Source: an optimization exercise on an open RTL-to-GDS flow (aim: small area and a short achievable clock period). Production flows keep margins and buffers that such runs may drop. Where RTL was checked, it was by simulation tests only, not by an equivalence proof against the original. Power is estimated from default activity; no workload was simulated.

==> inputs of nickel <==
==> flow/design.v <==
module Scrambler(
  input         clock,
  input         reset,
  input  [63:0] io_in,
  output [63:0] io_out
);
  reg [63:0] c1;
  reg [63:0] c2;
  reg [63:0] c3;
  reg [63:0] c4;
  reg [63:0] c5;
  reg [63:0] c6;
  reg [63:0] c7;
  reg [63:0] c8;
  reg [63:0] c9;
  reg [63:0] c10;
  reg [63:0] c11;
  reg [63:0] c12;
  reg [63:0] c13;
  reg [63:0] c14;
  reg [63:0] c15;
  reg [63:0] c16;
  reg [63:0] c17;
  reg [63:0] c18;
  reg [63:0] c19;
  reg [63:0] c20;
  reg [63:0] c21;
  reg [63:0] c22;
  reg [63:0] c23;
  reg  [4:0] cnt;    
  reg        vb;     
  reg        va;     
  wire vb_next = !reset && (vb || cnt == 5'd4);
  wire va_next = !reset && (va || cnt == 5'd17);
  wire [63:0] s = c1 + c19;
  assign io_out = io_in + c1;
  always @(posedge clock) begin
    c23 <= io_out;
    c22 <= c23;
    c21 <= c22;
    c20 <= c21;
    c19 <= vb_next ? c20 : 64'h0;
    c18 <= io_in + s;
    c17 <= c18;
    c16 <= c17;
    c15 <= c16;
    c14 <= c15;
    c13 <= c14;
    c12 <= c13;
    c11 <= c12;
    c10 <= c11;
    c9 <= c10;
    c8 <= c9;
    c7 <= c8;
    c6 <= c7;
    c5 <= c6;
    c4 <= c5;
    c3 <= c4;
    c2 <= c3;
    c1  <= va_next ? c2 : 64'h0;
  end
  always @(posedge clock) begin
    if (reset) begin
      cnt <= 5'd0;
    end else if (!va) begin
      cnt <= cnt + 5'd1;
    end
    vb <= vb_next;
    va <= va_next;
  end
endmodule
==> flow/run.sh <==
#!/bin/bash
# synth_recipe.tcl (not shown) runs the flow's synth.tcl, then flattens the netlist and writes it again
# the make line also repeats each setting of config.mk as NAME=value (left out here)
make -C /OpenROAD-flow-scripts/flow DESIGN_CONFIG=/design/flow/config.mk WORK_HOME=/design/flow/orfs CLKGATE_MAP_FILE= SYNTH_SCRIPT=/design/flow/synth_recipe.tcl finish
==> flow/config.mk <==
export PLATFORM = sky130hd
export DESIGN_NAME = Scrambler
export DESIGN_NICKNAME = Scrambler
export VERILOG_FILES = /design/flow/design.v
export SDC_FILE = /design/flow/constraint.sdc
export NUM_CORES = 4
export LEC_CHECK = 0
export ABC_CLOCK_PERIOD_IN_PS = 3000
export CAP_MARGIN = 20
export CORE_MARGIN = 2
export CORE_UTILIZATION = 55
export SETUP_SLACK_MARGIN = 2.0
export SLEW_MARGIN = 20
==> flow/constraint.sdc <==
create_clock -name core_clock -period 6.0 [get_ports {clock}]
set_input_delay 1.2000 -clock core_clock [delete_from_list [all_inputs] [get_ports {clock}]]
set_output_delay 1.2000 -clock core_clock [all_outputs]
set_load 0.01 [all_outputs]
==> pepper (differences from nickel) <==
==> flow/design.v, changed modules only <==
module Scrambler(
  input         clock,
  input         reset,
  input  [63:0] io_in,
  output [63:0] io_out
);
  reg [63:0] c1;
  reg [63:0] c2;
  reg [63:0] c3;
  reg [63:0] c4;
  reg [63:0] c5;
  reg [63:0] c6;
  reg [63:0] c7;
  reg [63:0] c8;
  reg [63:0] c9;
  reg [63:0] c10;
  reg [63:0] c11;
  reg [63:0] c12;
  reg [63:0] c13;
  reg [63:0] c14;
  reg [63:0] c15;
  reg [63:0] c16;
  reg [63:0] c17;
  reg [63:0] c18;
  reg [63:0] c19;
  reg [63:0] c20;
  reg [63:0] c21;
  reg [63:0] c22;
  reg [63:0] c23;
  reg  [4:0] cnt;    
  reg        vb;     
  reg        va;     
  wire [63:0] c1m  = va ? c1  : 64'h0;
  wire [63:0] c19m = vb ? c19 : 64'h0;
  wire [63:0] s    = c1m + c19m;
  assign io_out = io_in + c1m;
  always @(posedge clock) begin
    c23 <= io_out;
    c22 <= c23;
    c21 <= c22;
    c20 <= c21;
    c19 <= c20;
    c18 <= io_in + s;
    c17 <= c18;
    c16 <= c17;
    c15 <= c16;
    c14 <= c15;
    c13 <= c14;
    c12 <= c13;
    c11 <= c12;
    c10 <= c11;
    c9 <= c10;
    c8 <= c9;
    c7 <= c8;
    c6 <= c7;
    c5 <= c6;
    c4 <= c5;
    c3 <= c4;
    c2 <= c3;
    c1 <= c2;
  end
  always @(posedge clock) begin
    if (reset) begin
      cnt <= 5'd0;
      va  <= 1'b0;
      vb  <= 1'b0;
    end else begin
      if (!va) cnt <= cnt + 5'd1;
      if (cnt == 5'd4)  vb <= 1'b1;
      if (cnt == 5'd17) va <= 1'b1;
    end
  end
endmodule
- CORE_UTILIZATION: 55 -> 40
- SETUP_SLACK_MARGIN: 2.0 -> 2.2
==> zinc (differences from nickel) <==
==> flow/design.v, changed modules only <==
module add64_sk(input [63:0] a, input [63:0] b, output [63:0] s);
  reg [63:0] g, p, gn, pn;
  integer i, d;
  always @* begin
    g = a & b;
    p = a ^ b;
    for (d = 1; d < 64; d = d * 2) begin
      gn = g;
      pn = p;
      for (i = 0; i < 64; i = i + 1) begin
        if ((i / d) % 2 == 1) begin
          gn[i] = g[i] | (p[i] & g[(i / d) * d - 1]);
          pn[i] = p[i] & p[(i / d) * d - 1];
        end
      end
      g = gn;
      p = pn;
    end
  end
  assign s = a ^ b ^ {g[62:0], 1'b0};
endmodule
module Scrambler(
  input         clock,
  input         reset,
  input  [63:0] io_in,
  output [63:0] io_out
);
  reg [63:0] c1;
  reg [63:0] c2;
  reg [63:0] c3;
  reg [63:0] c4;
  reg [63:0] c5;
  reg [63:0] c6;
  reg [63:0] c7;
  reg [63:0] c8;
  reg [63:0] c9;
  reg [63:0] c10;
  reg [63:0] c11;
  reg [63:0] c12;
  reg [63:0] c13;
  reg [63:0] c14;
  reg [63:0] c15;
  reg [63:0] c16;
  reg [63:0] c17;
  reg [63:0] c18;
  reg [63:0] c19;
  reg [63:0] c20;
  reg [63:0] c21;
  reg [63:0] c22;
  reg [63:0] c23;
  reg  [4:0] cnt;    
  reg        vb;     
  reg        va;     
  wire vb_next = !reset && (vb || cnt == 5'd4);
  wire va_next = !reset && (va || cnt == 5'd17);
  wire [63:0] s = c1 + c19;
  add64_sk u_out (.a(io_in), .b(c1), .s(io_out));
  always @(posedge clock) begin
    c23 <= io_out;
    c22 <= c23;
    c21 <= c22;
    c20 <= c21;
    c19 <= vb_next ? c20 : 64'h0;
    c18 <= io_in + s;
    c17 <= c18;
    c16 <= c17;
    c15 <= c16;
    c14 <= c15;
    c13 <= c14;
    c12 <= c13;
    c11 <= c12;
    c10 <= c11;
    c9 <= c10;
    c8 <= c9;
    c7 <= c8;
    c6 <= c7;
    c5 <= c6;
    c4 <= c5;
    c3 <= c4;
    c2 <= c3;
    c1  <= va_next ? c2 : 64'h0;
  end
  always @(posedge clock) begin
    if (reset) begin
      cnt <= 5'd0;
    end else if (!va) begin
      cnt <= cnt + 5'd1;
    end
    vb <= vb_next;
    va <= va_next;
  end
endmodule
==> results.txt <==
pepper completed with no timing, DRC or antenna violations. nickel completed without violations. zinc completed without violations.
Worst hold slack: pepper < nickel < zinc.
Area after synthesis, lowest first: zinc, nickel, pepper.
Between zinc and pepper, the lower register-to-register slack is in zinc (gap 1.1 ns).
The highest combinational power belongs to pepper, the lowest to zinc.
Sequential share of layout area, highest first: zinc, nickel, pepper.
Between zinc and nickel, the lower die area is in zinc (gap 3.1%, measured against nickel).
==> figures <==
item                                                             zinc      nickel      pepper
Run status                           no timing/DRC/antenna violations  no timing/DRC/antenna violations  no timing/DRC/antenna violations
RR Endpoint                                                   c23[47]     c18[54]     c18[59]
Met3 Routed Length                                            2040 um     3100 um     3660 um
Buffers inserted during post-CTS setup optimization                43          47          45
Delay of the slowest critical-path stage                      0.33 ns     0.48 ns     0.34 ns
Met3 demand-to-capacity share in global routing                 3.57%       3.78%       3.47%
Total number of yosys warnings                                      2           1           1
Cell area after synthesis                                  38,100 um2  39,300 um2  39,600 um2
Total of plain and repair buffers excluding clock buffers         349         371         413
Clock buffer instance count of the final layout                   192         182         207
Critical path capture point                                io_out[61]  io_out[40]  io_out[58]
Average routed wire per standard cell                         16.1 um     17.7 um     17.0 um
Gate count of the mapped netlist                                2,561       2,799       2,845
Filler-free cell count of the finished design                   4,056       4,293       4,717
Function not checked in nickel and zinc: the RTL went through the layout flow alone.

==> separate check: timing with driven ports <==
How much do the figures lean on ideal ports? The routed layouts below were timed once more, with nothing changed but the port constraints. Step 1, drivers: a clkbuf_16 drives clock and a buf_2 each remaining input, both assumed. Step 2 times the ports against the registers' clock, not the clock port: input delays grow and output delays shrink by t, the midpoint of the rising clock arrivals with the driver on. a / b / c = no drivers / after step 1 / after step 2; a / b = the first two.
| run | t (ns) | setup slack, ns | worst register clock-pin slew, ns | cell pins on the clock port's net |
|---|---|---|---|---|
| nickel | 0.768 | 0.509 / 0.477 / 0.477 | 0.07 / 0.07 | 1 |
| pepper | 0.775 | 0.577 / 0.534 / 0.553 | 0.08 / 0.08 | 1 |
| zinc | 0.762 | 0.514 / 0.485 / -0.212 | 0.07 / 0.07 | 1 |
Met with ideal ports but missed after step 2: setup timing in zinc. The setup slack of zinc, which loses most, moves by -0.029 ns with the drivers and by -0.726 ns with both steps.
